From an optimization exercise on the open Yosys and OpenROAD flow, aimed at small area; shortcuts taken in it are not production practice. The RTL was checked by simulation tests, not by an equivalence proof against the original design. The flow treats the clock pin as an ideal source. Dropping or thinning the clock tree relies on that and would not hold on a real chip. Power and IR drop assume default switching activity.

==> flow/design.v (excerpt) <==
module ChipInterface
  (output logic [6:0] HEX7, HEX6,
  output logic [7:0] LEDG,
  input logic [17:0] SW,
  input logic [3:0] KEY,
  input logic CLOCK_50);
Size in the first run: ~32 flip-flops, ~45 I/O pins, about 0.0019 mm2 of cells after synthesis.
export LEC_CHECK = 0
export CAP_MARGIN = 20
export CORE_MARGIN = 2
export CORE_UTILIZATION = 40
export SLEW_MARGIN = 20
create_clock -name core_clock -period 12.0 [get_ports {CLOCK_50}]
standard.sh (not shown) runs the stock make flow with config.mk's settings and CLKGATE_MAP_FILE= SYNTH_SCRIPT=/design/flow/synth_recipe.tcl, a recipe that flattens the netlist after the stock synthesis.
==> flow/flow/run.sh <==
#!/bin/bash
# Own layout flow: the standard flow, with
#  - synthesis mapped by several area-oriented abc scripts (flow/cand*.abc), keeping the
#    smallest mapping, and no adder-cell extraction; registers are mapped exactly as in the
#    standard synthesis, before abc runs,
#  - port buffers made of buf_1 cells,
#  - clock tree synthesis without dummy loads, with clkbuf_4 buffers.
set -euo pipefail
W=$PWD
export ADDER_MAP_FILE=
export OWN_ABC_DIR=$W/flow
export BUFFER_PORTS_ARGS="-buffer_cell sky130_fd_sc_hd__buf_1"
export CTS_ARGS="-sink_clustering_enable -repair_clock_nets -dont_use_dummy_load -buf_list sky130_fd_sc_hd__clkbuf_4"
export POST_CTS_TCL=$W/flow/post_cts.tcl
export OWN_CLOCK_PORT=CLOCK_50
export OWN_CLOCK_BUFS=2
export OWN_CLOCK_BUF=sky130_fd_sc_hd__clkbuf_8
cat flow/abc_override.tcl synth_recipe.tcl > own_synth.tcl
sed "s#SYNTH_SCRIPT=[^ ']*#SYNTH_SCRIPT=$W/own_synth.tcl#" standard.sh > own_standard.sh
grep -q "SYNTH_SCRIPT=$W/own_synth.tcl" own_standard.sh
bash own_standard.sh > own_flow.log 2>&1
==> flow/flow/abc_override.tcl <==
# Map with several area-oriented abc scripts (flow/cand*.abc) in place of ORFS's speed script,
# without a delay target, and keep the mapping with the smallest cell area.
proc abc {args} {
  set i [lsearch -exact $args -D]
  if { $i >= 0 } {
    set args [lreplace $args $i [expr { $i + 1 }]]
  }
  set si [lsearch -exact $args -script]
  set lib [lindex $args [expr { [lsearch -exact $args -liberty] + 1 }]]
  yosys design -save own_pre_abc
  set best ""
  foreach script [lsort [glob $::env(OWN_ABC_DIR)/cand*.abc]] {
    yosys design -load own_pre_abc
    lset args [expr { $si + 1 }] $script
    yosys abc {*}$args
    set out [yosys tee -q -s result.string stat -liberty $lib]
    regexp {Chip area for module[^:]*:\s*([0-9.]+)} $out -> area
    puts "abc candidate $script: area $area"
    if { $best eq "" || $area < $best } {
      set best $area
      yosys design -save own_best_abc
    }
  }
  yosys design -load own_best_abc
  puts "abc best area: $best"
}
==> flow/flow/cand09.abc <==
strash
dch -f
amap
topo
==> flow/flow/post_cts.tcl <==
# Rebuild the clock tree that CTS made as one level: the clock port drives a few clkbuf_8
# buffers directly, and each buffer drives a share of the registers.
set block [ord::get_db_block]
set db [ord::get_db]
set port_net [$block findNet $::env(OWN_CLOCK_PORT)]
set bufs {}
set sinks {}
set todo [list $port_net]
while { [llength $todo] > 0 } {
  set net [lindex $todo 0]
  set todo [lrange $todo 1 end]
  foreach it [$net getITerms] {
    if { ![$it isInputSignal] } { continue }
    set inst [$it getInst]
    set mname [[$inst getMaster] getName]
    if { [string match "sky130_fd_sc_hd__clkbuf_*" $mname] } {
      lappend bufs $inst
      lappend todo [[$inst findITerm X] getNet]
    } else {
      lappend sinks $it
    }
  }
}
puts "own clock tree: [llength $bufs] CTS buffers, [llength $sinks] sinks"
set old_nets {}
foreach b $bufs {
  set n [[$b findITerm X] getNet]
  lappend old_nets $n
  foreach it [$b getITerms] { if { [$it getNet] ne "NULL" } { $it disconnect } }
  odb::dbInst_destroy $b
}
foreach it $sinks { $it disconnect }
foreach n $old_nets { odb::dbNet_destroy $n }
# split the sinks into groups by x position
set nbuf $::env(OWN_CLOCK_BUFS)
set master [$db findMaster $::env(OWN_CLOCK_BUF)]
set sorted [lsort -command { apply {{a b} {
  expr { [lindex [[$a getInst] getLocation] 0] - [lindex [[$b getInst] getLocation] 0] } } } } $sinks]
set per [expr { int(ceil([llength $sorted] / double($nbuf))) }]
for { set g 0 } { $g < $nbuf } { incr g } {
  set group [lrange $sorted [expr { $g * $per }] [expr { ($g + 1) * $per - 1 }]]
  if { [llength $group] == 0 } { continue }
  set net [odb::dbNet_create $block "clknet_own_$g"]
  $net setSigType CLOCK
  set inst [odb::dbInst_create $block $master "clkbuf_own_$g"]
  [$inst findITerm A] connect $port_net
  [$inst findITerm X] connect $net
  set sx 0
  set sy 0
  foreach it $group {
    $it connect $net
    lassign [[$it getInst] getLocation] x y
    set sx [expr { $sx + $x }]
    set sy [expr { $sy + $y }]
  }
  $inst setLocation [expr { int($sx / [llength $group]) }] [expr { int($sy / [llength $group]) }]
  $inst setPlacementStatus PLACED
  puts "own clock buffer $g: [llength $group] sinks"
}
detailed_placement
check_placement -verbose
estimate_parasitics -placement
The starting point finished clean.
Then changed:
--- a/flow/flow/run.sh
+++ b/flow/flow/run.sh
@@ -13,6 +13,2 @@
 export CTS_ARGS="-sink_clustering_enable -repair_clock_nets -dont_use_dummy_load -buf_list sky130_fd_sc_hd__clkbuf_4"
-export POST_CTS_TCL=$W/flow/post_cts.tcl
-export OWN_CLOCK_PORT=CLOCK_50
-export OWN_CLOCK_BUFS=2
-export OWN_CLOCK_BUF=sky130_fd_sc_hd__clkbuf_8
 cat flow/abc_override.tcl synth_recipe.tcl > own_synth.tcl
removed: flow/flow/post_cts.tcl
Result:
- The new run finished clean
- register-to-register slack improved by 0.03 ns
- sequential share of layout area shrinks by 0.22 points
- die area stays the same
- design area rose by 0.49%
- combinational power stays flat
- worst hold slack loses 0.0046 ns
Then changed:
==> flow/flow/run.sh (replaced) <==
#!/bin/bash
# Own layout flow: the standard flow, with
#  - synthesis mapped by an area-oriented abc script and no adder-cell extraction
#    (registers are mapped exactly as in the standard synthesis, before abc),
#  - port buffers made of buf_1 cells,
#  - clock tree synthesis without dummy loads.
set -euo pipefail
W=$PWD
export ADDER_MAP_FILE=
export AREA_ABC_SCRIPT=$W/flow/area.abc
export BUFFER_PORTS_ARGS="-buffer_cell sky130_fd_sc_hd__buf_1"
export CTS_ARGS="-sink_clustering_enable -repair_clock_nets -dont_use_dummy_load -buf_list sky130_fd_sc_hd__clkbuf_4"
cat flow/abc_override.tcl synth_recipe.tcl > own_synth.tcl
sed "s#SYNTH_SCRIPT=[^ ']*#SYNTH_SCRIPT=$W/own_synth.tcl#" standard.sh > own_standard.sh
grep -q "SYNTH_SCRIPT=$W/own_synth.tcl" own_standard.sh
bash own_standard.sh > own_flow.log 2>&1
==> flow/flow/abc_override.tcl (replaced) <==
# Run Yosys's abc with an area-oriented script (flow/area.abc) in place of ORFS's speed script,
# and without a delay target, so that abc maps for area.
proc abc {args} {
  set i [lsearch -exact $args -script]
  if { $i >= 0 } {
    lset args [expr { $i + 1 }] $::env(AREA_ABC_SCRIPT)
  }
  set i [lsearch -exact $args -D]
  if { $i >= 0 } {
    set args [lreplace $args $i [expr { $i + 1 }]]
  }
  puts "abc override: $args"
  yosys abc {*}$args
}
==> flow/flow/area.abc (new file) <==
strash
&get -n
&st
&deepsyn -T 120
&dch -f
&nf -R 1000
&put
topo
removed: flow/flow/cand09.abc
After rerunning: The changed run went through all stages and came out clean. Synthesized cell count falls by about 14%. Combinational power is about the same. Setup slack improved by 0.20 ns. Wire length falls by 7.8%. Critical path depth falls by 6. Clock-buffer cell count does not change. First-iteration DRC count rises by 18%.
Then changed:
==> flow/flow/run.sh (replaced) <==
#!/bin/bash
# Own layout flow: the standard flow, with
#  - synthesis mapped by several area-oriented abc scripts (flow/cand*.abc), keeping the
#    smallest mapping, and no adder-cell extraction; registers are mapped exactly as in the
#    standard synthesis, before abc runs,
#  - port buffers made of buf_1 cells,
#  - clock tree synthesis without dummy loads, with clkbuf_4 buffers.
set -euo pipefail
W=$PWD
export ADDER_MAP_FILE=
export OWN_ABC_DIR=$W/flow
export BUFFER_PORTS_ARGS="-buffer_cell sky130_fd_sc_hd__buf_1"
export CTS_ARGS="-repair_clock_nets -dont_use_dummy_load -buf_list sky130_fd_sc_hd__clkbuf_16 -root_buf sky130_fd_sc_hd__clkbuf_16 -sink_clustering_enable -sink_clustering_size 40 -sink_clustering_max_diameter 2000 -sink_clustering_levels 1"
cat flow/abc_override.tcl synth_recipe.tcl > own_synth.tcl
sed "s#SYNTH_SCRIPT=[^ ']*#SYNTH_SCRIPT=$W/own_synth.tcl#" standard.sh > own_standard.sh
grep -q "SYNTH_SCRIPT=$W/own_synth.tcl" own_standard.sh
bash own_standard.sh > own_flow.log 2>&1
==> flow/flow/abc_override.tcl (replaced) <==
# Map with several area-oriented abc scripts (flow/cand*.abc) in place of ORFS's speed script,
# without a delay target, and keep the mapping with the smallest cell area.
proc abc {args} {
  set i [lsearch -exact $args -D]
  if { $i >= 0 } {
    set args [lreplace $args $i [expr { $i + 1 }]]
  }
  set si [lsearch -exact $args -script]
  set lib [lindex $args [expr { [lsearch -exact $args -liberty] + 1 }]]
  yosys design -save own_pre_abc
  set best ""
  foreach script [lsort [glob $::env(OWN_ABC_DIR)/cand*.abc]] {
    yosys design -load own_pre_abc
    lset args [expr { $si + 1 }] $script
    yosys abc {*}$args
    set out [yosys tee -q -s result.string stat -liberty $lib]
    regexp {Chip area for module[^:]*:\s*([0-9.]+)} $out -> area
    puts "abc candidate $script: area $area"
    if { $best eq "" || $area < $best } {
      set best $area
      yosys design -save own_best_abc
    }
  }
  yosys design -load own_best_abc
  puts "abc best area: $best"
}
==> flow/flow/cand09.abc (new file) <==
strash
dch -f
amap
topo
removed: flow/flow/area.abc
- clock-buffer cell count is unchanged
- die area increases by 4.0%
- core utilization increases by 0.94 points
- worst hold slack is worse by 0.011 ns
- final cell count increases by 13%
- wire length increases by 9.6%
- total power increases by 17%
- worst setup slack is worse by 0.16 ns
Then changed:
--- a/flow/flow/run.sh
+++ b/flow/flow/run.sh
@@ -12,3 +12,3 @@
 export BUFFER_PORTS_ARGS="-buffer_cell sky130_fd_sc_hd__buf_1"
-export CTS_ARGS="-repair_clock_nets -dont_use_dummy_load -buf_list sky130_fd_sc_hd__clkbuf_16 -root_buf sky130_fd_sc_hd__clkbuf_16 -sink_clustering_enable -sink_clustering_size 40 -sink_clustering_max_diameter 2000 -sink_clustering_levels 1"
+export CTS_ARGS="-sink_clustering_enable -repair_clock_nets -dont_use_dummy_load -buf_list {sky130_fd_sc_hd__clkbuf_2 sky130_fd_sc_hd__clkbuf_4}"
 cat flow/abc_override.tcl synth_recipe.tcl > own_synth.tcl
Outcome: Global-route usage is lower by 0.23 points. Via count is about the same. Cell count stays the same. Synthesized area is unchanged. Die area stays the same.
The clock cells of the first run of this note come from the design's own scripts or RTL, not from TritonCTS.

[what the ideal ports hide]
The flow's constraints put no driver on any port. The routed layouts listed below were extracted and timed again, unchanged, in two steps. Step 1: set_driving_cell puts a clkbuf_16 on CLOCK_50 and a buf_2 on each other input, an assumption about the parent block. Step 2 also shifts input and output timing later by t, the mid clock arrival at the registers, as if the neighbouring blocks saw the same clock. Three values: ideal, step 1, step 2; two values: the first two.
run	t (ns)	setup WS [ns]	worst setup path at the end	worst register clock-pin slew, ns
the first run	0.180	4.776 / 4.743 / 4.924	register to output	0.09 / 0.09
the second run	0.339	4.629 / 4.609 / 4.947	register to output	0.09 / 0.09
the third run	0.332	4.833 / 4.812 / 5.144	register to output	0.09 / 0.09
the fourth run	0.297	4.675 / 4.647 / 4.944	register to output	0.05 / 0.05
the fifth run	0.339	4.629 / 4.609 / 4.947	register to output	0.09 / 0.09
After both steps every run listed still meets setup and hold.
